From an optimization exercise on the open Yosys and OpenROAD flow, aimed at small area; shortcuts taken in it are not production practice. Only simulation tests tie the RTL to the original design; equivalence was not proved. The clock cells of runs 5 to 8 come from the design's own scripts or RTL, not from TritonCTS. The clock port is modelled as an ideal driver, which makes a skipped or thinned clock tree look cheaper than it is; a real chip needs a root buffer or a tree. Power is estimated from default activity; no workload was simulated.

File: flow/design.v
`timescale 1ns / 1ps
module Top(
    input wire clk,
    input en, reset, HourP, minuteP,
    output wire [7:0] cathode,
    output wire [7:0] AN
    );
    reg [8:0] rc;
    wire rtick = rc[3] & ~(rc[1] | rc[2] | rc[4] | rc[5] | rc[6] | rc[7]);
    always @(posedge clk)
        if (reset) rc <= 9'd182;
        else       rc <= {rc[7:0], rc[8] ^ rc[4] ^ rtick};
    reg [9:0] tc;
    wire ttick = ~(tc[1] | tc[2] | tc[3] | tc[4] | tc[5] | tc[6] | tc[7]);
    always @(posedge clk)
        if (reset) tc <= 10'd282;
        else       tc <= {tc[8:0], tc[9] ^ tc[6] ^ ttick};
    reg [2:0] DP;
    always @(posedge clk)
        if (reset)      DP <= 3'b001;
        else if (rtick) DP <= {DP[1:0], DP[2] ^ DP[1]};
    localparam OP_NONE = 2'd0, OP_HOUR = 2'd1, OP_MIN = 2'd2, OP_SEC = 2'd3;
    reg [3:0] sub;
    reg [1:0] op;
    wire sub11 = sub[3] & sub[1] & sub[0];                 
    always @(posedge clk)
        if (reset) begin
            sub <= 4'd0;
            op  <= OP_NONE;
        end else if (ttick) begin
            if (HourP)        op <= OP_HOUR;
            else if (minuteP) op <= OP_MIN;
            else if (en) begin
                op  <= sub11 ? OP_SEC : OP_NONE;
                sub <= sub11 ? 4'd0 : sub + 4'd1;
            end else          op <= OP_NONE;
        end
    reg [3:0] s_o, m_o, h_o;
    reg [2:0] s_t, m_t;
    reg [1:0] h_t;
    wire s_o9 = s_o[3] & s_o[0];
    wire s_t5 = s_t[2] & s_t[0];
    wire m_o9 = m_o[3] & m_o[0];
    wire m_t5 = m_t[2] & m_t[0];
    wire h_o9 = h_o[3] & h_o[0];
    wire h_23 = h_t[1] & h_o[1] & h_o[0];
    wire inc_s = op == OP_SEC;
    wire inc_m = (op == OP_MIN) | (inc_s & s_t5 & s_o9);
    wire inc_h = (op == OP_HOUR) | (inc_s & s_t5 & s_o9 & m_t5 & m_o9);
    always @(posedge clk)
        if (reset) begin
            {s_o, s_t, m_o, m_t, h_o, h_t} <= 0;
        end else if (ttick) begin
            if (inc_s) begin
                s_o <= s_o9 ? 4'd0 : s_o + 4'd1;
                if (s_o9) s_t <= s_t5 ? 3'd0 : s_t + 3'd1;
            end
            if (inc_m) begin
                m_o <= m_o9 ? 4'd0 : m_o + 4'd1;
                if (m_o9) m_t <= m_t5 ? 3'd0 : m_t + 3'd1;
            end
            if (inc_h) begin
                if (h_23) begin
                    h_o <= 4'd0;
                    h_t <= 2'd0;
                end else if (h_o9) begin
                    h_o <= 4'd0;
                    h_t <= h_t + 2'd1;
                end else
                    h_o <= h_o + 4'd1;
            end
        end
    reg [3:0] digit;
    reg [7:0] an;
    always @(*)
        case (DP)
            3'b001: begin digit = m_o;          an = 8'b11101111; end
            3'b010: begin digit = {1'b0, m_t};  an = 8'b11011111; end
            3'b101: begin digit = h_o;          an = 8'b10111111; end
            3'b011: begin digit = {2'b0, h_t};  an = 8'b01111111; end
            3'b111: begin digit = s_o;          an = 8'b11111110; end
            3'b110: begin digit = {1'b0, s_t};  an = 8'b11111101; end
            default: begin digit = 4'bxxxx;   an = 8'b11111111; end
        endcase
    assign AN = an;
    reg [6:0] seg;
    always @(*)
        case (digit)
            4'd0: seg = 7'b0000001;
            4'd1: seg = 7'b1001111;
            4'd2: seg = 7'b0010010;
            4'd3: seg = 7'b0000110;
            4'd4: seg = 7'b1001100;
            4'd5: seg = 7'b0100100;
            4'd6: seg = 7'b0100000;
            4'd7: seg = 7'b0001111;
            4'd8: seg = 7'b0000000;
            4'd9: seg = 7'b0000100;
            default: seg = 7'bxxxxxxx;
        endcase
    assign cathode = {seg, 1'b1};
endmodule
File: flow/config.mk
export PLATFORM = sky130hd
export DESIGN_NAME = Top
export DESIGN_NICKNAME = Top
export VERILOG_FILES = /design/flow/design.v
export SDC_FILE = /design/flow/constraint.sdc
export NUM_CORES = 4
export LEC_CHECK = 0
export CAP_MARGIN = 20
export CORE_MARGIN = 2
export CORE_UTILIZATION = 40
export SLEW_MARGIN = 20
File: flow/flow/run.sh
#!/bin/bash
# Standard layout, with the port buffers made from the smallest buffer.
set -euo pipefail
export BUFFER_PORTS_ARGS="-buffer_cell sky130_fd_sc_hd__buf_1"
export CTS_ARGS="-sink_clustering_enable -repair_clock_nets -sink_clustering_size 50 -sink_clustering_max_diameter 500 -buf_list sky130_fd_sc_hd__clkbuf_8 -dont_use_dummy_load"
bash standard.sh > standard_flow.log 2>&1
File: flow/standard.sh
#!/bin/bash
# synth_recipe.tcl (not shown) runs the flow's synth.tcl, then flattens the netlist and writes it again
# the make line also repeats each setting of config.mk as NAME=value (left out here)
make -C /OpenROAD-flow-scripts/flow DESIGN_CONFIG=/design/flow/config.mk WORK_HOME=/design/flow/orfs CLKGATE_MAP_FILE= SYNTH_SCRIPT=/design/flow/synth_recipe.tcl "${@:-finish}"
File: flow/constraint.sdc
create_clock -name core_clock -period 6.0 [get_ports {clk}]
set_input_delay 1.2000 -clock core_clock [delete_from_list [all_inputs] [get_ports {clk}]]
set_output_delay 1.2000 -clock core_clock [all_outputs]
set_load 0.01 [all_outputs]
==> flow_metrics.tcl, run 1 <==
set metrics [dict create \
    diodes 0 \
    ioPinCount 21 \
    critPathMaxStageDelay_ns 0.61 \
    drc 0 \
    die_width_um 80.8 \
    outcome "no timing/DRC/antenna violations" \
    hold_depth 1 \
    critPathBufInv 2 \
    worstPathArrival_ns 2.59 \
    reg2reg_depth 5 \
    post-route-min-period_ns 3.79 \
    max_cap_viol_count 0 \
    antenna_found_initial 0 \
    gp_congestion 0.895 \
    grt_usage 0.135 \
    synth_area_um2 2360 \
    fin_crit_sh 0.632 \
    hpwl_um 2950 \
    final_cell_mix "48 x dfxtp_1, 25 x nor2_1, 22 x nand2_1" \
    finalPower_uw 521 \
    core_um2 5610 \
    syn_to_final_growth_pct 6.26 \
    drive_above_1_share 0.0839 \
    cts_made_buffers 5 \
    port_buffers 17 \
    clock.fmax_mhz 264 \
    cp.depth 9 \
    powerDensity_nw_per_um2 208 \
    end_kind "output pin" \
    dr.pass1.iters 4 \
    start_util 0.421 \
    slew_headroom 0.372 \
    cpMaxStageDelayCell "dfxtp_1" \
    synth_cell_types 49 \
    cts_resized 0 \
    final_nets 290 \
    cts_tree "built" \
    cts_setup_buffers 0 \
    grt_pass1_vias 1512 \
    vias_per_cell 5.23 \
    h-tree-depth 2 \
    wl_per_cell_um 12.2 \
    synth_edf_count 0 \
    clk_latency_ns 0.30 \
    core.rowCount 27 \
    final-hold-violation-count 0 \
    cp_cell_sequence "ha_1, nand2b_1, nand3_1, nor2_1, o22ai_1, ha_1, inv_1, o22ai_1, buf_1" \
    tightestPinTransition_ns 0.942 \
    path_class "reg -> out" \
    synth-main-ff-cell "dfxtp_1" \
    ys_seq_area_frac 0.407 \
    cts_root_buffer "clkbuf_8" \
    mostFrequentLayoutCell "dfxtp_1" \
    peakVddDrop_mv 0.131 \
    grt_pass1_wl_um 6940 \
    setup_viol 0 \
    clock_skew_ns 0.0142 \
    setup_tns_ns 0 \
    die_area_um2 6530 \
    critPathRequiredTime_ns 4.80 \
    power_leakage_nw 0.938 \
    critical_path.startpoint_type "flip-flop" \
    cts_sinks 48 \
    dr_total_vias 1810 \
    clock_path_buffers 2 \
    wirelength_um 4210 \
    overflow 0 \
    hold_class "reg -> reg" \
    ant_nets 0 \
    ys_seq_elements 48 \
    path_clk_slew_ns 0.09 \
    finalMaxSlewViolations 0 \
    die_h_um 80.8 \
    drtIter0Drc 85 \
    rsz0062_at_grt "false" \
    synthArstFlopShare 0 \
    holdBufCountCts 0 \
    worstPathMaxFanout 15 \
    grt_max_degree 50 \
    critical_path.top_delay_family "adder cells" \
    syn_avg_cell_area_um2 8.87 \
    postSynthCellCount 266 \
    ys_warn_count 1 \
]
-- metal layers --
metal | routed length (um) | track usage
met5 | 0 | 0
met4 | 50 | 0.0458
met3 | 187 | 0.0333
met2 | 1710 | 0.199
met1 | 2250 | 0.192
-- metrics by stage --
stage               cells   util  setup slack [ns]  hold slack [ns]  instance area, um2
global placement      341  0.435              2.64            0.392                2440
detailed placement    341  0.435              2.55            0.397                2440
CTS                   346  0.447              2.22            0.416                2510
global route          346  0.447              1.95            0.419                2510
finish                346  0.447              2.21            0.412                2510
floorplan             268      -              2.96            0.389                2370
-- Yosys cell counts, drive strengths merged, types with 6 or more instances --
cell type   n  share of area
dfxtp      48           0.41
nor2b      11          0.029
ha          9          0.048
nor3       13          0.030
mux2i      11          0.047
nor2       25          0.040
nand2b      6          0.016
nand3       8          0.017
or2        11          0.029
buf         8          0.023
inv         8          0.013
a21oi      12          0.027
nand2      22          0.035
o22ai       7          0.019
xnor2       7          0.026
clkbuf      8          0.013
-- cell families (layout without fill, tap and decap cells) --
logic type	Yosys count	in the layout	share of synthesized area
xor gates and xnor gates	11	11	0.0408
DFF	48	48	0.407
other	1	3	0.00159
muxes	11	11	0.0467
AOI/OAI and AO/OA	42	42	0.128
and+or+nand+nor	120	120	0.279
adders and majority gates	9	9	0.0477
buffers and inverters	24	30	0.0483
-- cell type report --
cell class,count,area (um2)
Sequential cell,48,961
Fill cell,587,3100
Tap cell,72,90.1
Multi-Input combinational cell,196,1290
Timing Repair Buffer,17,65.1
Clock buffer,5,68.8
Inverter,8,30.0
-- report_power, final --
part           switching [mW]  internal (mW)
logic                  0.0109        0.00809
registers             0.00455          0.327
clock network          0.0947         0.0753
total                   0.110          0.411
-- sequential cells by signal (all words and copies together) (netlist names) --
register,count
m_t,3
s_o,4
h_o,4
h_t,2
rc,9
op,2
sub,4
m_o,4
s_t,3
tc,10
DP,3
-- final timing paths --
check             slack (ns)         end  start
setup / recovery        2.21  cathode[4]  DP[1]
hold / removal          0.41       tc[1]  tc[0]
setup reg to reg        3.78      m_t[2]  tc[2]
hold reg to reg         0.41       tc[1]  tc[0]
==> run 2: changes to the inputs <==
==> flow/flow/run.sh (replaced) <==
#!/bin/bash
# Standard layout, with the port buffers made from the smallest buffer, a
# clock tree of clkbuf_8 only, and logic cells downsized after placement.
set -euo pipefail
HERE=$(cd "$(dirname "$0")" && pwd)
export BUFFER_PORTS_ARGS="-buffer_cell sky130_fd_sc_hd__buf_1"
export CTS_ARGS="-sink_clustering_enable -repair_clock_nets -sink_clustering_size 50 -sink_clustering_max_diameter 500 -buf_list sky130_fd_sc_hd__clkbuf_8 -dont_use_dummy_load"
export POST_RESIZE_TCL="$HERE/downsize.tcl"
bash standard.sh > standard_flow.log 2>&1
==> flow/flow/downsize.tcl (new file) <==
# Swap every logic cell for the smallest-area cell of the same function
# (same name but drive strength), then let repair_design fix any slew or
# capacitance violation this makes. Flip-flops and buffers are left alone.
set db [ord::get_db]
set block [ord::get_db_block]
set n 0
foreach inst [$block getInsts] {
  set m [$inst getMaster]
  set name [$m getName]
  if {![regexp {^(sky130_fd_sc_hd__[a-z0-9]+)_([0-9]+)$} $name -> base drive]} { continue }
  if {[regexp {df|dl|buf|conb|tap|fill|decap|diode} $base]} { continue }
  set best $name
  set bestw [$m getWidth]
  foreach d {0 1 2 3 4 6 8 12 16} {
    set cm [$db findMaster ${base}_$d]
    if {$cm == "NULL" || $cm == ""} { continue }
    if {[$cm getWidth] < $bestw} { set best ${base}_$d; set bestw [$cm getWidth] }
  }
  if {$best ne $name} {
    replace_cell [$inst getName] $best
    incr n
  }
}
puts "downsize: swapped $n cells"
estimate_parasitics -placement
repair_design
report_worst_slack
==> flow_metrics.tcl, run 2 <==
set metrics [dict create \
    clock_path_buffers 2 \
    critical_path.top_delay_family "adder cells" \
    yosysMostFrequentCell "dfxtp_1" \
    die_area_um2 6530 \
    synth_simple_gate_area_frac 0.279 \
    postSynthCellCount 266 \
    muxShareOfSynthArea 0.0467 \
    reg.largest.list "tc (10), rc (9)" \
    cts_tree "built" \
    synth_cell_types 49 \
    peakVddDrop_mv 0.154 \
    gp_congestion 0.895 \
    grt_usage 0.137 \
    mostFrequentLayoutCell "dfxtp_1" \
    ant_nets 0 \
    die_width_um 80.8 \
    setup_viol 0 \
    end_kind "output pin" \
    core_um2 5610 \
    critPathMaxStageDelay_ns 0.61 \
    critPathBufInv 2 \
    rsz0062_at_grt "false" \
    wl_per_cell_um 12.1 \
    synth-main-ff-cell "dfxtp_1" \
    final_cell_mix "48 x dfxtp_1, 25 x nor2_1, 22 x nand2_1" \
    drive_above_1_share 0.0655 \
    critPathRequiredTime_ns 4.80 \
    final_nets 291 \
    start_util 0.421 \
    diodes 0 \
    synth_edf_count 0 \
    reg2reg_from "tc[2]" \
    h-tree-depth 2 \
    grt_pass1_wl_um 6960 \
    hold_start "rc[0]" \
    hold_class "reg -> reg" \
    holdBufCountCts 0 \
    cts_made_buffers 5 \
    syn_avg_cell_area_um2 8.87 \
    ys_top_cells_by_area "dfxtp_1 41%, ha_1 4.8%, mux2i_1 4.7%" \
    synth_xor_area_frac 0.0408 \
    slew_headroom 0.308 \
    post-route-min-period_ns 3.77 \
    fin_crit_sh 0.629 \
    power_leakage_nw 0.940 \
    drc 0 \
    synth_area_um2 2360 \
    synth_fa_ha_area_frac 0.0477 \
    cts_setup_buffers 0 \
    tightestPinTransition_ns 1.03 \
    port_buffers 17 \
    synth_top_cell_area_share 0.407 \
    synth_top_family_by_area "simple AND/OR/NAND/NOR gates" \
    hpwl_um 2940 \
    final-hold-violation-count 0 \
    regMostFlops "tc" \
    dr_total_vias 1780 \
    fillers 584 \
    vias_per_cell 5.13 \
    grt_pass1_vias 1507 \
    finalMaxSlewViolations 0 \
    highest_layer "met4" \
    overflow 0 \
    route.met3.wl_um 206 \
    startpoint "DP[1]" \
    ioPinCount 21 \
    ys_seq_elements 48 \
    met2WireLength_um 1680 \
    cts_root_buffer "clkbuf_8" \
    final_util 0.439 \
    dr.pass1.iters 4 \
    m1WireLength_um 2270 \
    synth-compound-area-share 0.128 \
    largest_register_ffs 10 \
    outcome "no timing/DRC/antenna violations" \
    synth_area_leader_cell "dfxtp_1" \
    path_clk_slew_ns 0.08 \
    max_cap_viol_count 0 \
    grt_max_degree 50 \
    clock.fmax_mhz 265 \
    synthArstFlopShare 0 \
    drtIter0Drc 106 \
    setup_tns_ns 0 \
    cts_sinks 48 \
    core.rowCount 27 \
    clk_latency_ns 0.29 \
    clock_skew_ns 0.00614 \
    worstPathArrival_ns 2.57 \
    cts_resized 0 \
    cpMaxStageDelayCell "dfxtp_1" \
    synth_commonest_cells "48 x dfxtp_1, 25 x nor2_1, 22 x nand2_1, 12 x nor3_1" \
    path_class "reg -> out" \
    critical_path.startpoint_type "flip-flop" \
    ys_warn_count 1 \
    powerDensity_nw_per_um2 211 \
    die_h_um 80.8 \
    cp_cell_sequence "ha_1, nand2b_1, nand3_1, nor2_1, o22ai_1, ha_1, inv_1, o22ai_1, buf_1" \
    syn_to_final_growth_pct 4.29 \
    wirelength_um 4210 \
    ys_seq_area_frac 0.407 \
    antenna_found_initial 0 \
    worstPathMaxFanout 15 \
]
## run 2: per-stage QoR
step | setup WS, ns | area, um2 | cells | hold WS [ns] | power (mW)
4_1_cts | 2.22 | 2460 | 347 | 0.421 | 0.532
5_1_grt | 1.94 | 2460 | 347 | 0.434 | 0.545
3_5_place_dp | 2.57 | 2390 | 342 | 0.399 | 0.357
3_3_place_gp | 2.64 | 2440 | 341 | 0.392 | 0.358
6_report | 2.23 | 2460 | 347 | 0.417 | 0.520
2_1_floorplan | 2.96 | 2370 | 268 | 0.389 | 0.355
## run 2: final cells by class
class / instances / area, um2 / share of cell area
Clock buffer: 5 / 68.8 / 0.0280
Inverter: 8 / 30.0 / 0.0122
Multi-Input combinational cell: 196 / 1240 / 0.504
Sequential cell: 48 / 961 / 0.390
Tap cell: 72 / 90.1 / 0.0366
Timing Repair Buffer: 18 / 70.1 / 0.0285
## run 2: kinds of logic (layout without fill, tap and decap cells)
group | count (synthesis) | after routing
fa+ha+maj | 9 | 9
other cells | 1 | 3
buf+inv | 24 | 31
flops | 48 | 48
xor+xnor | 11 | 11
compound gates | 42 | 42
simple gates | 120 | 120
mux | 11 | 11
## run 2: worst paths after layout
path | cells after the start | slack (ns) | end
worst max-delay path | 9 | 2.23 | cathode[4]
worst min-delay path | 1 | 0.42 | rc[1]
worst max register to register | 5 | 3.45 | s_t[0]
worst min register to register | 1 | 0.42 | rc[1]
## run 2: metal layers
| metal | GRT usage | up-vias |
|---|---|---|
| met5 | 0 | - |
| met4 | 0.0610 | 0 |
| met3 | 0.0367 | 4 |
| met2 | 0.200 | 34 |
| met1 | 0.189 | 795 |
| li1 | - | 947 |
## run 2: power breakdown
group	internal [mW]	total [mW]	switching [mW]	leakage [nW]
Sequential	0.327	0.331	0.00415	0.392
Clock	0.0753	0.171	0.0953	0.0359
Combinational	0.00784	0.0178	0.00997	0.512
## run 2: worst register-to-register path, stage by stage, from the launching register on
cell and delay (ns):
dfxtp_1 0.31, or4_1 0.64, nor4_1 0.88, and3_1 0.39
xnor2_1 0.15, nor2_1 0.05
==> run 3: changes to the inputs <==
==> flow/flow/run.sh (replaced) <==
#!/bin/bash
# The standard layout (standard.sh) with these changes:
#  - synthesis maps the logic with an area-oriented ABC script (area.abc)
#    instead of ORFS's speed script; everything else in synthesis is
#    the standard flow's own script (synth_recipe.tcl), so the registers are the same;
#  - the port buffers are the smallest buffer (buf_1);
#  - the clock tree uses clkbuf_8 only and no dummy loads;
#  - after placement, logic cells are downsized (downsize.tcl).
set -euo pipefail
HERE=$(cd "$(dirname "$0")" && pwd)
WORK=$(pwd)
cat > my_synth.tcl <<TCL
proc abc {args} {
  set i [lsearch -exact \$args -script]
  if {\$i >= 0} { lset args [expr {\$i + 1}] $HERE/area.abc }
  yosys abc {*}\$args
}
source $WORK/synth_recipe.tcl
TCL
sed "s#SYNTH_SCRIPT=[^ ]*#SYNTH_SCRIPT=$WORK/my_synth.tcl#" standard.sh > my_standard.sh
grep -q "SYNTH_SCRIPT=$WORK/my_synth.tcl" my_standard.sh
export BUFFER_PORTS_ARGS="-buffer_cell sky130_fd_sc_hd__buf_1"
export CTS_ARGS="-sink_clustering_enable -repair_clock_nets -sink_clustering_size 50 -sink_clustering_max_diameter 500 -buf_list sky130_fd_sc_hd__clkbuf_8 -dont_use_dummy_load"
export POST_RESIZE_TCL="$HERE/downsize.tcl"
bash my_standard.sh > flow.log 2>&1
==> flow/flow/area.abc (new file) <==
strash
balance
rewrite
refactor
balance
rewrite -z
refactor -z
rewrite -z
balance
dch -f
amap
==> flow_metrics.tcl, run 3 <==
set metrics [dict create \
    wl_per_cell_um 11.8 \
    placedCellCount 341 \
    postSynthCellCount 253 \
    wirelength_um 4080 \
    ys_seq_elements 48 \
    diodes 0 \
    path_clk_slew_ns 0.10 \
    dr_total_vias 1772 \
    drive_above_1_share 0.0254 \
    finalMaxSlewViolations 0 \
    cts_sinks 48 \
    critPathRequiredTime_ns 4.80 \
    synth_edf_count 0 \
    grt_pass1_vias 1658 \
    end_kind "output pin" \
    cts_resized 0 \
    cts_setup_buffers 0 \
    clock_path_buffers 2 \
    synth_xor_area_frac 0 \
    p_int_uw 409 \
    finalPower_uw 520 \
    seqPwrFrac 0.636 \
    layout.cells.non_filler 346 \
    die_h_um 76.9 \
    synth-main-ff-cell "dfxtp_1" \
    die_area_um2 5910 \
    setup_viol 0 \
    clockPowerShare 0.334 \
    final-hold-violation-count 0 \
    start_util 0.416 \
    h-tree-depth 2 \
    dr.pass1.iters 4 \
    synthArstFlopShare 0 \
    overflow 0 \
    synth_area_leader_cell "dfxtp_1" \
    ant_nets 0 \
    place_area_um2 2280 \
    syn_avg_cell_area_um2 8.40 \
    die_width_um 76.9 \
    synth_simple_gate_area_frac 0.209 \
    drtIter0Drc 50 \
    grt_usage 0.147 \
    power_leakage_nw 0.792 \
    final_util 0.459 \
    mostFrequentLayoutCell "dfxtp_1" \
    worstPathMaxFanout 9 \
    synth_fa_ha_area_frac 0.0530 \
    synth_cell_types 34 \
    slew_headroom 0.495 \
    ys_seq_area_frac 0.452 \
    ys_top_cells_by_area "dfxtp_1 45%, clkinv_1 6.2%, ha_1 5.3%" \
    hold_slack_ns 0.441 \
    grt_pass1_wl_um 7120 \
    peakVddDrop_mv 0.153 \
    cts_made_buffers 5 \
    switching_share 0.214 \
    synth_top_family_by_area "compound AO/OA/AOI/OAI gates" \
    cts_tree "built" \
    core_um2 5110 \
    combPwrFrac 0.030 \
    timing.final.ws_setup_ns 1.78 \
    reg.largest.list "tc (10), rc (9)" \
    synth-compound-area-share 0.212 \
    tightestPinTransition_ns 0.750 \
    synth_top_cell_area_share 0.452 \
    clk_latency_ns 0.30 \
    synth_commonest_cells "48 x dfxtp_1, 35 x clkinv_1, 27 x nor2_1, 17 x nand2_1, 16 x o21ai_0" \
    outcome "no timing/DRC/antenna violations" \
    muxShareOfSynthArea 0 \
    hold_class "reg -> reg" \
    largest_register_ffs 10 \
    gp_congestion 0.743 \
    vias_per_cell 5.12 \
    antenna_found_initial 0 \
    pre_cts_ws_ns 2.13 \
    path_class "reg -> out" \
    holdBufCountCts 0 \
    syn_to_final_growth_pct 10.4 \
    final_nets 292 \
    ioPinCount 21 \
    grt_max_degree 34 \
    max_cap_viol_count 0 \
    port_buffers 17 \
    powerDensity_nw_per_um2 222 \
    regMostFlops "tc" \
    fin_crit_sh 0.704 \
    drc 0 \
    rsz0062_at_grt "false" \
    setup_tns_ns 0 \
    final_cell_mix "48 x dfxtp_1, 35 x clkinv_1, 27 x nor2_1" \
    critical_path.startpoint_type "flip-flop" \
    post-route-min-period_ns 4.22 \
    worstPathArrival_ns 3.02 \
    cts_root_buffer "clkbuf_8" \
    yosysMostFrequentCell "dfxtp_1" \
    synth_area_um2 2130 \
    hpwl_um 2970 \
    core.rowCount 26 \
    switching_power_uw 112 \
    clock.fmax_mhz 237 \
    clock_skew_ns 0.0199 \
    stdcell_area_um2 2350 \
    ys_warn_count 1 \
]
run 3: worst paths after layout:
kind	slack (ns)	cells past startpoint	end	from
worst max register to register	2.75	10	h_t[1]	tc[2]
worst min-delay path	0.44	1	tc[1]	tc[0]
worst max-delay path	1.78	9	cathode[1]	DP[0]
worst min register to register	0.44	1	tc[1]	tc[0]
run 3: logic make-up (layout without fill, tap and decap cells):
kind of cell    after synthesis  in the layout
buf+inv                      38             59
compound gates               67             67
fa+ha+maj                     9              9
simple gates                 90             90
flops                        48             48
other cells                   1              3
run 3: area by class of cell:
type | count | area (um2)
Clock buffer | 5 | 68.8
Fill cell | 526 | 2760
Inverter | 35 | 131
Multi-Input combinational cell | 169 | 1020
Sequential cell | 48 | 961
Tap cell | 70 | 87.6
Timing Repair Buffer | 19 | 78.8
run 3: per-layer routing:
metal	up-vias	global-route usage	wire length (um)
li1	946	-	-
met1	795	0.182	2060
met2	24	0.248	1850
met3	7	0.0353	123
met4	0	0.0491	50
met5	-	0	0
run 3: critical path, cell delays in order, from the launching register on:
cell and delay [ns]:
dfxtp_1 0.39, clkinv_1 0.23, nor3_1 0.55, nor3_1 0.23, o22ai_1 0.44, clkinv_1 0.15, or3_1 0.39, o21a_1 0.12
nor2_1 0.08, buf_1 0.16
run 3: power by group through the flow:
| stage | clock, mW | combinational (mW) | sequential (mW) |
|---|---|---|---|
| floorplan | 0 | 0.0109 | 0.337 |
| global placement | 0 | 0.0157 | 0.338 |
| detailed placement | 0 | 0.0158 | 0.338 |
| CTS | 0.179 | 0.0161 | 0.331 |
| global route | 0.194 | 0.0181 | 0.332 |
| finish | 0.174 | 0.0158 | 0.331 |
==> run 4: changes to the inputs <==
--- a/flow/flow/run.sh
+++ b/flow/flow/run.sh
@@ -5,2 +5,4 @@
 #    the standard flow's own script (synth_recipe.tcl), so the registers are the same;
+#  - synthesis leaves adders to ABC instead of mapping them to half-adder
+#    cells (ADDER_MAP_FILE empty);
 #  - the port buffers are the smallest buffer (buf_1);
@@ -19,3 +21,5 @@
 TCL
-sed "s#SYNTH_SCRIPT=[^ ]*#SYNTH_SCRIPT=$WORK/my_synth.tcl#" standard.sh > my_standard.sh
+sed -e "s#SYNTH_SCRIPT=[^ ]*#SYNTH_SCRIPT=$WORK/my_synth.tcl#" \
+    -e "s#CLKGATE_MAP_FILE= #CLKGATE_MAP_FILE= ADDER_MAP_FILE= #" standard.sh > my_standard.sh
+grep -q "ADDER_MAP_FILE= " my_standard.sh
 grep -q "SYNTH_SCRIPT=$WORK/my_synth.tcl" my_standard.sh
==> flow_metrics.tcl, run 4 <==
set metrics [dict create \
    placedCellCount 309 \
    cpMaxStageDelayCell "dfxtp_1" \
    regMostFlops "tc" \
    drive_above_1_share 0.0269 \
    drtIter0Drc 70 \
    path_clk_slew_ns 0.08 \
    port_buffers 17 \
    ys_seq_elements 48 \
    yosysMostFrequentCell "dfxtp_1" \
    clock.fmax_mhz 252 \
    clockPowerShare 0.330 \
    end_kind "output pin" \
    synth_top_cell_area_share 0.495 \
    start_util 0.414 \
    critPathBufInv 5 \
    critPathMaxStageDelay_ns 0.41 \
    final_cell_mix "48 x dfxtp_1, 40 x clkinv_1, 38 x nor2_1" \
    outcome "no timing/DRC/antenna violations" \
    dr_total_vias 1587 \
    cts_root_buffer "clkbuf_8" \
    finalMaxSlewViolations 0 \
    pre_cts_ws_ns 2.35 \
    reg2reg_slack_ns 2.90 \
    ioPinCount 21 \
    overflow 0 \
    grt_util_met2 0.229 \
    powerDensity_nw_per_um2 241 \
    die_area_um2 5420 \
    hold_end "rc[6]" \
    ys_top_cells_by_area "dfxtp_1 50%, clkinv_1 7.7%, nor2_1 7.4%" \
    synth_commonest_cells "48 x dfxtp_1, 40 x clkinv_1, 38 x nor2_1, 15 x nor3_1, 11 x nand2_1" \
    power_leakage_nw 0.714 \
    stdcell_area_um2 2140 \
    synth_edf_count 0 \
    use_met1 0.201 \
    grt_pass1_vias 1436 \
    cts_made_buffers 5 \
    seqPwrFrac 0.639 \
    cp.depth 11 \
    r2r-end "sub[2]" \
    die_h_um 73.7 \
    post-route-min-period_ns 3.97 \
    max_cap_viol_count 0 \
    slew_headroom 0.390 \
    wirelength_um 3650 \
    critical_path.startpoint_type "flip-flop" \
    diodes 0 \
    clk_latency_ns 0.29 \
    clock_path_buffers 2 \
    hpwl_um 2680 \
    h-tree-depth 2 \
    antenna_found_initial 0 \
    place_area_um2 2070 \
    postSynthCellCount 237 \
    hold_class "reg -> reg" \
    fin_crit_sh 0.661 \
    dr.pass1.iters 4 \
    ant_nets 0 \
    setup_viol 0 \
    clock_skew_ns 0.0149 \
    combPwrFrac 0.030 \
    largest_register_ffs 10 \
    layout.cells.non_filler 314 \
    grt_use_met3 0.0412 \
    ys_seq_area_frac 0.495 \
    synthArstFlopShare 0 \
    core_um2 4690 \
    tightestPinTransition_ns 0.907 \
    die_width_um 73.7 \
    synth-main-ff-cell "dfxtp_1" \
    path_class "reg -> out" \
    mostFrequentLayoutCell "dfxtp_1" \
    critical_path.top_delay_family "buffers and inverters" \
    grt_pass1_wl_um 6310 \
    worstPathArrival_ns 2.77 \
    switching_share 0.210 \
    final_nets 267 \
    synth_area_leader_cell "dfxtp_1" \
    holdBufCountCts 0 \
    core.rowCount 25 \
    hold_start "rc[5]" \
    setup_tns_ns 0 \
    timing.final.ws_setup_ns 2.03 \
    final-hold-violation-count 0 \
    cts_resized 0 \
    syn_avg_cell_area_um2 8.19 \
    ys_warn_count 1 \
    drc 0 \
    cts_sinks 48 \
    grt_usage 0.151 \
    grt_max_degree 37 \
    p_int_uw 408 \
    rsz0062_at_grt "false" \
    worstPathMaxFanout 6 \
    reg2reg_depth 11 \
    peakVddDrop_mv 0.146 \
    syn_to_final_growth_pct 10.3 \
    synth_area_um2 1940 \
    vias_per_cell 5.05 \
    hold_depth 2 \
    critPathRequiredTime_ns 4.80 \
    cp_common_cell "clkinv_1" \
    reg2reg_from "tc[2]" \
    wl_per_cell_um 11.6 \
    fillers 473 \
    busiest_layer "met2" \
    reg.largest.list "tc (10), rc (9)" \
    gp_congestion 0.751 \
    switching_power_uw 109 \
    synth_cell_types 28 \
    cts_tree "built" \
    cp_cell_sequence "clkinv_1, nor3_1, clkinv_1, o22ai_1, a211oi_1, o21ai_0, clkinv_1, o21ai_0, clkinv_1, nor2_1, buf_1" \
    cts_setup_buffers 0 \
]
[run 4: changes by cell type after synthesis, sizes merged, moves of 3 or more]
cell    delta
nor2      +11
a21oi      -9
ha         -9
o21ai      -8
nand2      -6
clkinv     +5
a211oi     +4
nor2b      -4
nor3       +4
o221ai     +4
nand3      +3
o21a       -3
or4        -3
[run 4: through the flow]
stage	total power, mW	hold WS (ns)	utilization
6_report	0.517	0.425	0.456
5_1_grt	0.538	0.443	0.456
4_1_cts	0.524	0.429	0.456
3_5_place_dp	0.354	0.408	0.442
3_3_place_gp	0.354	0.400	0.442
2_1_floorplan	0.348	0.391	-
[run 4: how the worst max path moves through the flow]
stage | startpoint | end
6_report | DP[1] | cathode[2]
5_1_grt | DP[1] | cathode[2]
4_1_cts | DP[1] | cathode[2]
3_5_place_dp | DP[1] | cathode[2]
3_3_place_gp | DP[1] | cathode[1]
2_1_floorplan | DP[1] | cathode[1]
[run 4: tightest hold or removal path, delay by kind of cell, from the launching register on]
kind / cells / cell delay (ns)
buffers and inverters: 1 / 0.05
AND/OR/NAND/NOR: 1 / 0.04
flip-flops: 1 / 0.31
[run 4: routing by layer]
metal / part of all wire / up-vias / wire length, um
met5: 0 / - / 0
met4: 0.017 / 0 / 61
met3: 0.050 / 5 / 183
met2: 0.42 / 30 / 1530
met1: 0.51 / 690 / 1880
li1: - / 862 / -
[run 4: power groups by stage]
stage / clock network, mW / registers (mW) / logic (mW)
6_report: 0.171 / 0.331 / 0.0157
2_1_floorplan: 0 / 0.337 / 0.0109
3_3_place_gp: 0 / 0.338 / 0.0157
4_1_cts: 0.177 / 0.331 / 0.0160
5_1_grt: 0.189 / 0.332 / 0.0181
3_5_place_dp: 0 / 0.338 / 0.0159
[run 4: logic make-up after synthesis]
family          Yosys count  share of synthesized area
other cells               1                    0.00193
simple gates             96                      0.234
buf+inv                  43                     0.0890
flops                    48                      0.495
compound gates           49                      0.180
[run 4: layout make-up]
cell class / count / area, um2 / area share
clock buffer: 5 / 68.8 / 0.0321
inverter: 40 / 150 / 0.0701
multi-input combinational: 148 / 815 / 0.380
sequential: 48 / 961 / 0.449
tap: 54 / 67.6 / 0.0316
timing repair buffer: 19 / 78.8 / 0.0368
==> run 5: changes to the inputs <==
--- a/flow/flow/run.sh
+++ b/flow/flow/run.sh
@@ -9,3 +9,5 @@
 #  - the clock tree uses clkbuf_8 only and no dummy loads;
-#  - after placement, logic cells are downsized (downsize.tcl).
+#  - after placement, logic cells are downsized (downsize.tcl);
+#  - after CTS, the clock tree is replaced by ONEBUF_K buffers fed by the
+#    clock port, each driving the flip-flops nearest to it (kbuf.tcl).
 set -euo pipefail
@@ -28,2 +30,6 @@
 export POST_RESIZE_TCL="$HERE/downsize.tcl"
+export POST_CTS_TCL="$HERE/kbuf.tcl"
+export ONEBUF_CLK_PORT=clk
+export ONEBUF_CELL=sky130_fd_sc_hd__clkbuf_16
+export ONEBUF_K=2
 bash my_standard.sh > flow.log 2>&1
==> flow/flow/kbuf.tcl (new file) <==
# Replace the clock tree that CTS built with one clock buffer that drives
# every flip-flop: the tree's buffers are removed and their sinks moved to
# the new buffer's net. The buffer is placed at the sinks' centroid and
# legalised.
set db [ord::get_db]
set block [ord::get_db_block]
set clk_port_net [[$block findBTerm $::env(ONEBUF_CLK_PORT)] getNet]
set master [$db findMaster $::env(ONEBUF_CELL)]
# the clock tree: every buffer reached from the clock port through buffers
set tree {}
set sinks {}
set front [list $clk_port_net]
while {[llength $front]} {
  set net [lindex $front 0]
  set front [lrange $front 1 end]
  foreach it [$net getITerms] {
    if {![$it isInputSignal]} { continue }
    set inst [$it getInst]
    set mname [[$inst getMaster] getName]
    if {[regexp {clkbuf|clkinv|__buf_|__inv_} $mname] && ![string match clkleaf_* [$inst getName]]} {
      lappend tree $inst
      foreach o [$inst getITerms] {
        if {[$o isOutputSignal] && [$o getNet] ne "NULL"} { lappend front [$o getNet] }
      }
    } else {
      lappend sinks $it
    }
  }
}
puts "onebuf: [llength $tree] tree buffers, [llength $sinks] sinks"
# k-means of the sinks' positions into K groups, one buffer per group
set K $::env(ONEBUF_K)
set pts {}
foreach it $sinks {
  set bb [[$it getInst] getBBox]
  lappend pts [list [expr {([$bb xMin] + [$bb xMax]) / 2.0}] [expr {([$bb yMin] + [$bb yMax]) / 2.0}]]
}
set n [llength $pts]
set sorted [lsort -real -index 0 $pts]
set cents {}
for {set k 0} {$k < $K} {incr k} {
  lappend cents [lindex $sorted [expr {int(($k + 0.5) * $n / $K)}]]
}
for {set iter 0} {$iter < 50} {incr iter} {
  set assign {}
  foreach p $pts {
    set best 0; set bd 1e30
    for {set k 0} {$k < $K} {incr k} {
      set c [lindex $cents $k]
      set d [expr {abs([lindex $p 0] - [lindex $c 0]) + abs([lindex $p 1] - [lindex $c 1])}]
      if {$d < $bd} { set bd $d; set best $k }
    }
    lappend assign $best
  }
  set newc {}
  for {set k 0} {$k < $K} {incr k} {
    set sx 0; set sy 0; set c 0
    foreach p $pts a $assign {
      if {$a == $k} { set sx [expr {$sx + [lindex $p 0]}]; set sy [expr {$sy + [lindex $p 1]}]; incr c }
    }
    if {$c > 0} { lappend newc [list [expr {$sx / $c}] [expr {$sy / $c}]] } else { lappend newc [lindex $cents $k] }
  }
  set cents $newc
}
for {set k 0} {$k < $K} {incr k} {
  set newnet [odb::dbNet_create $block clknet_leaf_$k]
  $newnet setSigType CLOCK
  set buf [odb::dbInst_create $block $master clkleaf_$k]
  set c [lindex $cents $k]
  $buf setLocation [expr {int([lindex $c 0])}] [expr {int([lindex $c 1])}]
  $buf setPlacementStatus PLACED
  foreach it [$buf getITerms] {
    set mt [$it getMTerm]
    if {[$mt getName] eq "A"} { $it connect $clk_port_net }
    if {[$mt getName] eq "X"} { $it connect $newnet }
  }
  set cnt 0
  foreach it $sinks a $assign {
    if {$a == $k} { $it disconnect; $it connect $newnet; incr cnt }
  }
  puts "onebuf: leaf $k drives $cnt sinks"
}
foreach inst $tree {
  foreach it [$inst getITerms] {
    set net [$it getNet]
    if {$net ne "NULL" && [$it isOutputSignal]} {
      $it disconnect
      if {[llength [$net getITerms]] == 0 && [llength [$net getBTerms]] == 0} { odb::dbNet_destroy $net }
    } elseif {$net ne "NULL"} {
      $it disconnect
    }
  }
  odb::dbInst_destroy $inst
}
detailed_placement
if {[info commands report_clock_min_period] ne ""} {}
check_placement -verbose
estimate_parasitics -placement
report_clock_min_period
puts "onebuf: done"
--- a/flow/config.mk
+++ b/flow/config.mk
@@ -9,3 +9,3 @@
 export CORE_MARGIN = 2
-export CORE_UTILIZATION = 40
+export CORE_UTILIZATION = 70
 export SLEW_MARGIN = 20
==> flow_metrics.tcl, run 5 <==
set metrics [dict create \
    dr.pass1.iters 4 \
    fin_crit_sh 0.645 \
    ys_seq_area_frac 0.495 \
    setup_viol 0 \
    critPathRequiredTime_ns 4.80 \
    switching_power_uw 93.0 \
    synth_xor_area_frac 0 \
    regMostFlops "tc" \
    grt_usage 0.259 \
    finalPower_uw 487 \
    cts_sinks 48 \
    reg2reg_slack_ns 3.48 \
    p_int_uw 394 \
    end_kind "output pin" \
    wirelength_um 3880 \
    fillers 203 \
    postSynthCellCount 237 \
    synth-compound-area-share 0.180 \
    mostFrequentLayoutCell "dfxtp_1" \
    hpwl_um 2780 \
    final-hold-violation-count 0 \
    synth_top_cell_area_share 0.495 \
    dr_total_vias 1647 \
    ys_top_cells_by_area "dfxtp_1 50%, clkinv_1 7.7%, nor2_1 7.4%" \
    power_leakage_nw 0.703 \
    core_um2 2690 \
    combPwrFrac 0.034 \
    ioPinCount 21 \
    worstPathMaxFanout 6 \
    drtIter0Drc 98 \
    die_h_um 56.7 \
    die_area_um2 3210 \
    reg.largest.list "tc (10), rc (9)" \
    final_nets 265 \
    rsz0062_at_grt "false" \
    clockPowerShare 0.286 \
    synth_area_um2 1940 \
    switching_share 0.191 \
    die_width_um 56.7 \
    path_class "reg -> out" \
    synth-main-ff-cell "dfxtp_1" \
    path_clk_slew_ns 0.10 \
    endpoint "cathode[1]" \
    reg2reg_depth 12 \
    powerDensity_nw_per_um2 233 \
    critical_path.startpoint_type "flip-flop" \
    finalMaxSlewViolations 0 \
    clock.fmax_mhz 258 \
    core.rowCount 19 \
    slew_headroom 0.385 \
    antenna_found_initial 0 \
    post-route-min-period_ns 3.87 \
    place_area_um2 2040 \
    muxShareOfSynthArea 0 \
    peakVddDrop_mv 0.306 \
    multi_input_area_um2 815 \
    start_util 0.722 \
    final_cell_mix "48 x dfxtp_1, 40 x clkinv_1, 38 x nor2_1" \
    synth_top_family_by_area "simple AND/OR/NAND/NOR gates" \
    gp_congestion 0.874 \
    synth_edf_count 0 \
    synth_fa_ha_area_frac 0 \
    ant_nets 0 \
    port_buffers 17 \
    yosysMostFrequentCell "dfxtp_1" \
    grt_pass1_wl_um 6620 \
    max_cap_viol_count 0 \
    r2r-end "sub[2]" \
    hold_slack_ns 0.432 \
    synth_area_leader_cell "dfxtp_1" \
    reg2reg_from "tc[2]" \
    grt_pass1_vias 1554 \
    synth_simple_gate_area_frac 0.234 \
    regArea_um2 961 \
    overflow 0 \
    grt_max_degree 30 \
    setup_tns_ns 0 \
    seqPwrFrac 0.680 \
    clk_latency_ns 0.16 \
    drive_above_1_share 0.0156 \
    drc 0 \
    tightestPinTransition_ns 0.914 \
    clock_skew_ns 0.0180 \
    wl_per_cell_um 13.5 \
    syn_avg_cell_area_um2 8.19 \
    outcome "no timing/DRC/antenna violations" \
    worstPathArrival_ns 2.67 \
    largest_register_ffs 10 \
    startpoint "DP[1]" \
    vias_per_cell 5.72 \
    synth_cell_types 28 \
    synth_commonest_cells "48 x dfxtp_1, 40 x clkinv_1, 38 x nor2_1, 15 x nor3_1, 11 x nand2_1" \
    ys_seq_elements 48 \
    syn_to_final_growth_pct 7.87 \
    stdcell_area_um2 2090 \
    ys_warn_count 1 \
    hold_class "reg -> reg" \
    diodes 0 \
    synthArstFlopShare 0 \
    final_util 0.779 \
]
## run 5: worst min path at each step
stage | cells after the start | slack [ns] | startpoint | end
finish | 1 | 0.43 | rc[0] | rc[1]
global route | 1 | 0.45 | tc[0] | tc[1]
detailed placement | 1 | 0.40 | rc[0] | rc[1]
global placement | 1 | 0.41 | rc[0] | rc[1]
floorplan | 1 | 0.39 | rc[0] | rc[1]
## run 5: power groups by stage
stage	Sequential, mW	Clock, mW	Combinational (mW)
finish	0.331	0.139	0.0165
global route	0.332	0.150	0.0185
floorplan	0.337	0	0.0109
detailed placement	0.338	0	0.0159
global placement	0.338	0	0.0153
## run 5: cell families after synthesis
group | after synthesis
flip-flops | 48
AND/OR/NAND/NOR | 96
AO/OA/AOI/OAI | 49
other | 1
buffers and inverters | 43
## run 5: critical path, cell delays in order (launching register included)
cell,delay (ns)
dfxtp_1,0.42
clkinv_1,0.20
nor3_1,0.37
clkinv_1,0.19
o22ai_1,0.19
a211oi_1,0.07
o21ai_0,0.21
clkinv_1,0.16
o21ai_0,0.31
clkinv_1,0.14
nor2_1,0.11
buf_1,0.15
## run 5: area by class of cell
cell class              instances  share of cell area
well taps                      31              0.0185
flip-flops and latches         48               0.459
repair buffers                 19              0.0377
multi-input cells             148               0.389
inverters                      40              0.0717
plain buffers                   2              0.0239
## run 5: per-stage QoR
stage,cells,setup WS (ns)
global placement,286,2.33
detailed placement,286,2.35
floorplan,239,2.64
global route,288,1.76
finish,288,2.13
## run 5: per-layer routing
metal  global-route usage  part of all wire  up-vias
li1                     -                 -      856
met1                0.331              0.47      755
met2                0.452              0.47       30
met3               0.0415             0.032        6
met4               0.0680             0.018        0
met5                    0                 0        -
==> run 6: changes to the inputs <==
--- a/flow/flow/run.sh
+++ b/flow/flow/run.sh
@@ -32,4 +32,5 @@
 export ONEBUF_CLK_PORT=clk
-export ONEBUF_CELL=sky130_fd_sc_hd__clkbuf_16
-export ONEBUF_K=2
+export ONEBUF_CELL=sky130_fd_sc_hd__clkbuf_8
+export ONEBUF_K=3
+export SKIP_REPAIR_TIE_FANOUT=1
 bash my_standard.sh > flow.log 2>&1
--- a/flow/flow/kbuf.tcl
+++ b/flow/flow/kbuf.tcl
@@ -95,3 +95,2 @@
 detailed_placement
-if {[info commands report_clock_min_period] ne ""} {}
 check_placement -verbose
==> flow_metrics.tcl, run 6 <==
set metrics [dict create \
    outcome "no timing/DRC/antenna violations" \
    grt_usage 0.257 \
    syn_to_final_growth_pct 7.03 \
    synth-main-ff-cell "dfxtp_1" \
    placedCellCount 284 \
    ys_warn_count 1 \
    start_util 0.722 \
    critical_path.startpoint_type "flip-flop" \
    ioPinCount 21 \
    worstPathMaxFanout 6 \
    die_width_um 56.7 \
    peakVddDrop_mv 0.266 \
    max_cap_viol_count 0 \
    synth_area_um2 1940 \
    wl_per_cell_um 12.9 \
    core.rowCount 19 \
    end_kind "output pin" \
    slew_headroom 0.344 \
    die_area_um2 3210 \
    die_h_um 56.7 \
    synthArstFlopShare 0 \
    rsz0062_at_grt "false" \
    fin_crit_sh 0.643 \
    path_clk_slew_ns 0.10 \
    syn_avg_cell_area_um2 8.19 \
    synth_area_leader_cell "dfxtp_1" \
    final-hold-violation-count 0 \
    synth_top_cell_area_share 0.495 \
    grt_use_met3 0.0438 \
    wirelength_um 3710 \
    drc 0 \
    setup_viol 0 \
    cp_cell_sequence "clkinv_1, nor3_1, clkinv_1, o22ai_1, a211oi_1, o21ai_0, clkinv_1, o21ai_0, clkinv_1, nor2_1, buf_1" \
    grt_pass1_vias 1571 \
    clock_skew_ns 0.0241 \
    drtIter0Drc 47 \
    mostFrequentLayoutCell "dfxtp_1" \
    overflow 0 \
    layout.cells.non_filler 287 \
    clockPowerShare 0.260 \
    grt_pass1_wl_um 6500 \
    ant_nets 0 \
    cp_common_cell "clkinv_1" \
    reg.largest.list "tc (10), rc (9)" \
    clock.fmax_mhz 259 \
    drive_above_1_share 0.0195 \
    final_cell_mix "48 x dfxtp_1, 40 x clkinv_1, 38 x nor2_1" \
    path_class "reg -> out" \
    vias_per_cell 5.69 \
    critPathRequiredTime_ns 4.80 \
    hold_slack_ns 0.438 \
    port_buffers 17 \
    power_leakage_nw 0.693 \
    finalPower_uw 471 \
    seqPwrFrac 0.705 \
    switching_share 0.194 \
    post-route-min-period_ns 3.86 \
    combPwrFrac 0.035 \
    switching_power_uw 91.1 \
    dr_total_vias 1633 \
    gp_congestion 0.878 \
    yosysMostFrequentCell "dfxtp_1" \
    fillers 196 \
    use_met1 0.301 \
    critPathMaxStageDelay_ns 0.42 \
    hold_class "reg -> reg" \
    regMostFlops "tc" \
    powerDensity_nw_per_um2 227 \
    ys_seq_elements 48 \
    hpwl_um 2830 \
    ys_top_cells_by_area "dfxtp_1 50%, clkinv_1 7.7%, nor2_1 7.4%" \
    grt_max_degree 23 \
    dr.pass1.iters 4 \
    finalMaxSlewViolations 0 \
    worstPathArrival_ns 2.66 \
    multi_input_area_um2 807 \
    final_nets 264 \
    synth_edf_count 0 \
    diodes 0 \
    clk_latency_ns 0.16 \
    setup_tns_ns 0 \
    core_um2 2690 \
    busiest_layer "met2" \
    antenna_found_initial 0 \
    ys_seq_area_frac 0.495 \
    postSynthCellCount 237 \
    p_int_uw 379 \
    pre_cts_ws_ns 2.33 \
    largest_register_ffs 10 \
    tightestPinTransition_ns 0.976 \
    grt_util_met2 0.475 \
    cts_sinks 48 \
    timing.final.ws_setup_ns 2.14 \
    cpMaxStageDelayCell "dfxtp_1" \
    synth_cell_types 28 \
    regArea_um2 961 \
    synth_commonest_cells "48 x dfxtp_1, 40 x clkinv_1, 38 x nor2_1, 15 x nor3_1, 11 x nand2_1" \
]
run 6: cell counts after synthesis:
Identical to the previous run, type by type.
run 6: per-stage QoR:
step / area, um2 / util
3_5_place_dp: 2040 / 0.758
3_3_place_gp: 2040 / 0.758
6_report: 2080 / 0.773
2_1_floorplan: 1940 / -
5_1_grt: 2080 / 0.773
run 6: kinds of logic (layout without fill, tap and decap cells):
logic type	Yosys count	count (layout)	synth area share
flip-flops	48	48	0.495
AND/OR/NAND/NOR	96	96	0.234
buffers and inverters	43	62	0.0890
other	1	1	0.00193
AO/OA/AOI/OAI	49	49	0.180
run 6: worst max-delay path, delay by kind of cell (launching register included):
family	cells	cell delay, ns
buf+inv	5	0.83
compound gates	4	0.77
simple gates	2	0.48
flops	1	0.42
run 6: path summary, 6_finish.rpt:
check	start	endpoint	slack, ns	depth (start not counted)
max	DP[1]	cathode[2]	2.14	11
min	rc[0]	rc[1]	0.44	1
max reg2reg	tc[1]	sub[2]	3.53	12
min reg2reg	rc[0]	rc[1]	0.44	1
run 6: final cells by class:
type,count,share of cell area
Inverter,40,0.0723
Multi-Input combinational cell,146,0.389
Buffer,3,0.0199
Tap cell,31,0.0187
Sequential cell,48,0.463
Timing Repair Buffer,19,0.0380
run 6: per-layer routing:
| layer | wire (um) | vias to the layer above |
|---|---|---|
| li1 | - | 856 |
| met5 | 0 | - |
| met2 | 1850 | 29 |
| met1 | 1650 | 739 |
| met4 | 64 | 0 |
| met3 | 136 | 9 |
run 6: power groups by stage:
| stage | clock network (mW) | registers, mW | logic (mW) |
|---|---|---|---|
| after detailed placement | 0 | 0.339 | 0.0163 |
| final | 0.122 | 0.332 | 0.0164 |
| after floorplan | 0 | 0.337 | 0.0109 |
| after global placement | 0 | 0.338 | 0.0153 |
| after global routing | 0.134 | 0.333 | 0.0185 |
==> run 7: changes to the inputs <==
--- a/flow/design.v
+++ b/flow/design.v
@@ -21,3 +21,3 @@
         else if (rtick) DP <= {DP[1:0], DP[2] ^ DP[1]};
-    localparam OP_NONE = 2'd0, OP_HOUR = 2'd1, OP_MIN = 2'd2, OP_SEC = 2'd3;
+    localparam OP_NONE = 2'd0, OP_HOUR = 2'd3, OP_MIN = 2'd2, OP_SEC = 2'd1;
     reg [3:0] sub;
@@ -82,3 +82,3 @@
             3'b110: begin digit = {1'b0, s_t};  an = 8'b11111101; end
-            default: begin digit = 4'bxxxx;   an = 8'b11111111; end
+            default: begin digit = m_o;          an = 8'b11111111; end
         endcase
--- a/flow/flow/run.sh
+++ b/flow/flow/run.sh
@@ -11,3 +11,4 @@
 #  - after CTS, the clock tree is replaced by ONEBUF_K buffers fed by the
-#    clock port, each driving the flip-flops nearest to it (kbuf.tcl).
+#    clock port, each driving the flip-flops nearest to it (kbuf.tcl);
+#  - one tie cell drives all the constant outputs (SKIP_REPAIR_TIE_FANOUT).
 set -euo pipefail
--- a/flow/config.mk
+++ b/flow/config.mk
@@ -8,4 +8,4 @@
 export CAP_MARGIN = 20
-export CORE_MARGIN = 2
-export CORE_UTILIZATION = 70
+export CORE_AREA = 2 2 62 62
+export DIE_AREA = 0 0 64 64
 export SLEW_MARGIN = 20
==> flow_metrics.tcl, run 7 <==
set metrics [dict create \
    max_cap_viol_count 0 \
    port_buffers 17 \
    yosysMostFrequentCell "dfxtp_1" \
    outcome "no timing/DRC/antenna violations" \
    regMostFlops "tc" \
    core.rowCount 21 \
    drive_above_1_share 0.0227 \
    diodes 0 \
    critPathMaxStageDelay_ns 0.86 \
    grt_pass1_wl_um 6640 \
    mostFrequentLayoutCell "dfxtp_1" \
    die_h_um 64 \
    reg2reg_from "tc[2]" \
    cp_cell_sequence "clkinv_1, nor3_1, clkinv_1, nand2_1, nor2_1, a2111oi_0, clkinv_1, nor2_1, nor2_1, o21ai_0, nor2_1, buf_1" \
    dr.pass1.iters 4 \
    grt_util_met2 0.333 \
    postSynthCellCount 244 \
    wl_per_cell_um 11.9 \
    synth_top_cell_area_share 0.490 \
    hold_class "reg -> reg" \
    synth_area_um2 1960 \
    drc 0 \
    dr_total_vias 1630 \
    start_util 0.578 \
    finalMaxSlewViolations 0 \
    reg.largest.list "tc (10), rc (9)" \
    critical_path.startpoint_type "flip-flop" \
    vias_per_cell 5.26 \
    hold_start "rc[5]" \
    layout.cells.non_filler 310 \
    synth_cell_types 28 \
    rsz0062_at_grt "false" \
    busiest_layer "met2" \
    syn_to_final_growth_pct 8.30 \
    power_leakage_nw 0.675 \
    place_area_um2 2080 \
    setup_viol 0 \
    synth_area_leader_cell "dfxtp_1" \
    grt_use_met3 0.0563 \
    peakVddDrop_mv 0.201 \
    hpwl_um 2760 \
    grt_usage 0.203 \
    syn_avg_cell_area_um2 8.03 \
    die_width_um 64 \
    critical_path.top_delay_family "compound AO/OA/AOI/OAI gates" \
    clock.fmax_mhz 230 \
    gp_congestion 0.861 \
    final_cell_mix "48 x dfxtp_1, 45 x nor2_1, 37 x clkinv_1" \
    antenna_found_initial 0 \
    tightestPinTransition_ns 1.00 \
    cpMaxStageDelayCell "a2111oi_0" \
    synthArstFlopShare 0 \
    startpoint "DP[2]" \
    overflow 0 \
    powerDensity_nw_per_um2 222 \
    largest_register_ffs 10 \
    ant_nets 0 \
    placedCellCount 307 \
    fillers 306 \
    worstPathMaxFanout 6 \
    cp_common_cell "nor2_1" \
    path_class "reg -> out" \
    critPathBufInv 4 \
    path_clk_slew_ns 0.09 \
    grt_pass1_vias 1538 \
    drtIter0Drc 96 \
    final-hold-violation-count 0 \
    fin_crit_sh 0.725 \
    clock_skew_ns 0.00480 \
    ys_top_cells_by_area "dfxtp_1 49%, nor2_1 8.6%, clkinv_1 7.1%" \
    synth-main-ff-cell "dfxtp_1" \
    use_met1 0.259 \
    die_area_um2 4100 \
    setup_tns_ns 0 \
    ioPinCount 21 \
    slew_headroom 0.315 \
    final_nets 272 \
    post-route-min-period_ns 4.35 \
    core_um2 3390 \
    ys_seq_elements 48 \
    stdcell_area_um2 2120 \
    ys_seq_area_frac 0.490 \
    clk_latency_ns 0.15 \
    synth_commonest_cells "48 x dfxtp_1, 45 x nor2_1, 37 x clkinv_1, 19 x nor3_1, 11 x or2_0" \
    cts_sinks 48 \
    wirelength_um 3680 \
    worstPathArrival_ns 3.15 \
    ys_warn_count 1 \
    critPathRequiredTime_ns 4.80 \
    grt_max_degree 35 \
    end_kind "output pin" \
    synth_edf_count 0 \
]
[run 7: final cells by class]
class,count,area (um2),share of cell area
flip-flops and latches,48,961,0.453
inverters,37,139,0.0654
well taps,46,57.6,0.0271
plain buffers,3,41.3,0.0195
repair buffers,20,86.3,0.0407
multi-input cells,156,837,0.394
[run 7: worst min-delay path, cell delays in order (launching register included)]
cell and delay (ns):
dfxtp_1 0.31, clkinv_1 0.05, nor2_1 0.04
[run 7: cells by family (layout without fill, tap and decap cells)]
logic type | Yosys count | count (layout) | share of synthesized area
flip-flops | 48 | 48 | 0.490
buffers and inverters | 40 | 60 | 0.0824
other | 1 | 1 | 0.00191
AO/OA/AOI/OAI | 45 | 45 | 0.153
AND/OR/NAND/NOR | 110 | 110 | 0.273
[run 7: path summary, 6_finish.rpt]
check,to,slack (ns),cells past startpoint
max,cathode[7],1.65,12
min,rc[6],0.43,2
max reg2reg,h_o[3],3.40,9
min reg2reg,rc[6],0.43,2
[run 7: stage by stage]
step           setup WS [ns]  power [mW]   util  hold slack, ns
3_3_place_gp            1.96       0.354  0.614           0.393
5_1_grt                 1.31       0.487  0.626           0.458
6_report                1.65       0.470  0.626           0.427
2_1_floorplan           2.23       0.348      -           0.391
3_5_place_dp            1.89       0.354  0.614           0.402
[run 7: per-layer routing]
layer | vias to the layer above | wire (um)
met5 | - | 0
li1 | 878 | -
met3 | 4 | 186
met2 | 29 | 1610
met1 | 719 | 1830
met4 | 0 | 53
[run 7: where the power goes]
| group | switching, mW | total, mW | internal [mW] |
|---|---|---|---|
| Sequential | 0.00377 | 0.331 | 0.327 |
| Combinational | 0.00957 | 0.0157 | 0.00617 |
| Clock | 0.0773 | 0.124 | 0.0463 |
| Total | 0.0907 | 0.470 | 0.380 |
==> run 8: changes to the inputs <==
--- a/flow/flow/run.sh
+++ b/flow/flow/run.sh
@@ -2,5 +2,6 @@
 # The standard layout (standard.sh) with these changes:
-#  - synthesis maps the logic with an area-oriented ABC script (area.abc)
-#    instead of ORFS's speed script; everything else in synthesis is
-#    the standard flow's own script (synth_recipe.tcl), so the registers are the same;
+#  - synthesis maps the logic with a pool of area-oriented ABC scripts and
+#    keeps the smallest mapping (multi_abc.tcl), instead of ORFS's speed
+#    script; everything else in synthesis is the standard flow's own script
+#    (synth_recipe.tcl), so the registers are the same;
 #  - synthesis leaves adders to ABC instead of mapping them to half-adder
@@ -17,7 +18,3 @@
 cat > my_synth.tcl <<TCL
-proc abc {args} {
-  set i [lsearch -exact \$args -script]
-  if {\$i >= 0} { lset args [expr {\$i + 1}] $HERE/area.abc }
-  yosys abc {*}\$args
-}
+source $HERE/multi_abc.tcl
 source $WORK/synth_recipe.tcl
==> flow/flow/multi_abc.tcl (new file) <==
set ABC_PRE {
  {}
  {balance; rewrite; refactor; balance; rewrite -z; refactor -z; rewrite -z; balance}
  {dc2}
  {dc2; dc2}
  {resub -K 6; rewrite -z; resub -K 8}
  {&get -n; &st; &syn2; &put}
  {&get -n; &st; &dc2; &put}
  {&get -n; &st; &synch2; &put}
  {ifraig; dc2}
  {balance; rewrite -z; refactor -z}
  {dc2; resub -K 6; dc2}
  {&get -n; &st; &syn3; &put}
  {&get -n; &st; &syn4; &put}
  {rewrite; rewrite -z; resub -K 6 -N 2}
  {dc2; balance; rewrite -z; refactor -z}
  {&get -n; &st; &syn2; &dc2; &put}
}
set ABC_MAP {
  {dch; amap}
  {dch -f; amap}
  {dch; amap -m}
  {dch -f; amap -F 5 -A 5}
  {dch; map -a}
  {dch -f; amap -F 10 -A 10}
}
proc abc {args} {
  set i [lsearch -exact $args -script]
  if {$i < 0} { yosys abc {*}$args; return }
  set lib [lindex $args [expr {[lsearch -exact $args -liberty] + 1}]]
  design -save multi_pre
  set best ""
  set besta 1e30
  set k 0
  foreach pre $::ABC_PRE {
    foreach map $::ABC_MAP {
      set f [file join $::env(OBJECTS_DIR) multi_abc_$k.abc]
      set fh [open $f w]
      puts $fh [join [split "strash; $pre; $map" ";"] "\n"]
      close $fh
      design -load multi_pre
      lset args [expr {$i + 1}] $f
      if {[catch {yosys abc {*}$args} err]} {
        puts "multi-abc: script $k failed"
        incr k
        continue
      }
      set st [tee -q -s result.string stat -liberty $lib]
      if {[regexp {Chip area for module '[^']*': ([0-9.]+)} $st -> a]} {
        puts "multi-abc: script $k ($pre | $map) area $a"
        if {$a < $besta} { set besta $a; set best $k; design -save multi_best }
      }
      incr k
    }
  }
  puts "multi-abc: using script $best ($besta)"
  design -load multi_best
}
removed: flow/flow/area.abc
==> flow_metrics.tcl, run 8 <==
set metrics [dict create \
    ys_top_cells_by_area "dfxtp_1 50%, nor2_1 8.6%, clkinv_1 5.9%" \
    grt_use_met3 0.0546 \
    ys_seq_elements 48 \
    critPathMaxStageDelay_ns 0.38 \
    die_width_um 64 \
    critical_path.top_delay_family "buffers and inverters" \
    cp_common_cell "clkinv_1" \
    reg2reg_from "tc[2]" \
    placedCellCount 298 \
    wirelength_um 3540 \
    antenna_found_initial 0 \
    path_clk_slew_ns 0.11 \
    synth_edf_count 0 \
    fillers 319 \
    ioPinCount 21 \
    grt_pass1_wl_um 6140 \
    cpMaxStageDelayCell "dfxtp_1" \
    grt_util_met2 0.305 \
    worstPathMaxFanout 6 \
    hold_depth 2 \
    synth_cell_types 27 \
    port_buffers 17 \
    synth_area_um2 1910 \
    clock.fmax_mhz 270 \
    finalMaxSlewViolations 0 \
    yosysMostFrequentCell "dfxtp_1" \
    grt_max_degree 35 \
    cts_sinks 48 \
    rsz0062_at_grt "false" \
    critPathBufInv 5 \
    syn_to_final_growth_pct 7.73 \
    synth_top_cell_area_share 0.503 \
    grt_pass1_vias 1389 \
    mostFrequentLayoutCell "dfxtp_1" \
    largest_register_ffs 10 \
    hold_class "reg -> reg" \
    final_cell_mix "48 x dfxtp_1, 44 x nor2_1, 30 x clkinv_1" \
    final_nets 263 \
    tightestPinTransition_ns 0.698 \
    cp_cell_sequence "clkinv_1, nor2_1, nor2_1, clkinv_1, o21ai_0, o32ai_1, clkinv_1, o21ai_0, clkinv_1, nor3_1, buf_1" \
    use_met1 0.246 \
    dr.pass1.iters 4 \
    powerDensity_nw_per_um2 228 \
    grt_usage 0.189 \
    hold_start "rc[5]" \
    drtIter0Drc 70 \
    diodes 0 \
    cp.depth 11 \
    drive_above_1_share 0.0157 \
    critPathRequiredTime_ns 4.80 \
    reg2reg_slack_ns 2.91 \
    setup_tns_ns 0 \
    synthArstFlopShare 0 \
    path_class "reg -> out" \
    max_cap_viol_count 0 \
    r2r-end "m_t[1]" \
    regMostFlops "tc" \
    multi_input_area_um2 815 \
    outcome "no timing/DRC/antenna violations" \
    core.rowCount 21 \
    end_kind "output pin" \
    clk_latency_ns 0.17 \
    synth-main-ff-cell "dfxtp_1" \
    critical_path.startpoint_type "flip-flop" \
    synth_area_leader_cell "dfxtp_1" \
    vias_per_cell 5.18 \
    syn_avg_cell_area_um2 8.06 \
    core_um2 3390 \
    power_leakage_nw 0.641 \
    drc 0 \
    ant_nets 0 \
    die_h_um 64 \
    ys_warn_count 1 \
    post-route-min-period_ns 3.70 \
    hold_end "rc[6]" \
    fin_crit_sh 0.617 \
    start_util 0.564 \
    reg2reg_depth 12 \
    worstPathArrival_ns 2.50 \
    wl_per_cell_um 11.8 \
    hpwl_um 2640 \
    busiest_layer "met2" \
    gp_congestion 0.850 \
    peakVddDrop_mv 0.191 \
    dr_total_vias 1558 \
    synth_commonest_cells "48 x dfxtp_1, 44 x nor2_1, 30 x clkinv_1, 19 x nor3_1, 18 x nand2_1" \
    final-hold-violation-count 0 \
    layout.cells.non_filler 301 \
    regArea_um2 961 \
    clock_skew_ns 0.0304 \
    postSynthCellCount 237 \
    die_area_um2 4100 \
    reg.largest.list "tc (10), rc (9)" \
    slew_headroom 0.530 \
    setup_viol 0 \
    overflow 0 \
    ys_seq_area_frac 0.503 \
]
-- run 8: cell count changes in the layout (fill, tap and decap cells not counted), moves of 3 or more --
| cell | previous run | this run |
|---|---|---|
| o22ai_1 | 7 | 4 |
| nand3_1 | 8 | 3 |
| nor4_1 | 7 | 3 |
| o221ai_1 | 2 | 5 |
| clkinv_1 | 37 | 30 |
| a21oi_1 | 7 | 3 |
| nand2_1 | 5 | 18 |
-- run 8: cell families after synthesis --
kind of cell / synth area share
AO/OA/AOI/OAI: 0.142
flip-flops: 0.503
other: 0.00196
AND/OR/NAND/NOR: 0.282
buffers and inverters: 0.0707
-- run 8: final cells by class --
class / instances / share of cell area
plain buffers: 3 / 0.0201
inverters: 30 / 0.0547
well taps: 46 / 0.0280
flip-flops and latches: 48 / 0.467
repair buffers: 18 / 0.0347
multi-input cells: 156 / 0.396
-- run 8: worst max-delay path by stage --
stage,startpoint,to,slack (ns)
final,DP[0],cathode[2],2.30
after global placement,DP[0],cathode[2],2.65
after global routing,DP[0],cathode[2],1.95
after detailed placement,DP[0],cathode[2],2.55
after floorplan,DP[0],cathode[2],2.80
-- run 8: tightest hold or removal path: cells and delay by family, from the launching register on --
family | cells | cell delay [ns]
buf+inv | 1 | 0.06
flops | 1 | 0.32
simple gates | 1 | 0.04
-- run 8: stage by stage --
step                      worst slack (ns)  area [um2]  utilization  power [mW]  hold slack, ns
final                                 2.30        2060        0.607       0.470           0.431
after global placement                2.65        2020        0.595       0.354           0.414
after floorplan                       2.80        1910            -       0.348           0.391
after global routing                  1.95        2060        0.607       0.489           0.452
after detailed placement              2.55        2020        0.595       0.354           0.409
-- run 8: layer usage --
layer | part of all wire | wire length [um]
met5 | 0 | 0
met4 | 0.0076 | 27
met3 | 0.066 | 232
met2 | 0.43 | 1520
met1 | 0.50 | 1760
-- run 8: power breakdown --
group	switching, mW	total (mW)	internal [mW]	leakage (nW)
Combinational	0.00966	0.0156	0.00595	0.228
Clock	0.0774	0.124	0.0463	0.0216
Sequential	0.00358	0.331	0.327	0.392
Total	0.0907	0.470	0.379	0.641

==> port drivers added, routing unchanged <==
In the flow no input, the clock included, has a driving cell. The finished layouts below were timed again as built, in two steps.
Step 1 assumes that a clkbuf_16 drives the clock port and a buf_2 every other input.
Step 2 adds t to the input delays and takes it off the output delays; t is the mean of the earliest and latest rising clock arrival at the registers after step 1. Input paths then give back, and output paths get back, about the clock's delay inside the block.
Three values: no drivers, after step 1, after step 2; two values: the first two.
run	t (ns)	setup WS [ns]	worst setup path at the end	worst slew at a driven data input, ns
run 1	0.316	2.209 / 2.182 / 2.497	register to output	0.03
run 2	0.315	2.225 / 2.196 / 2.511	register to output	0.03
run 3	0.321	1.775 / 1.748 / 2.068	register to output	0.03
run 4	0.316	2.033 / 2.005 / 2.320	register to output	0.03
run 5	0.195	2.130 / 2.087 / 2.282	register to output	0.03
run 6	0.195	2.144 / 2.099 / 2.294	register to output	0.03
run 7	0.198	1.650 / 1.604 / 1.801	register to output	0.03
run 8	0.195	2.301 / 2.257 / 2.452	register to output	0.03
After both steps every run listed still meets setup and hold.
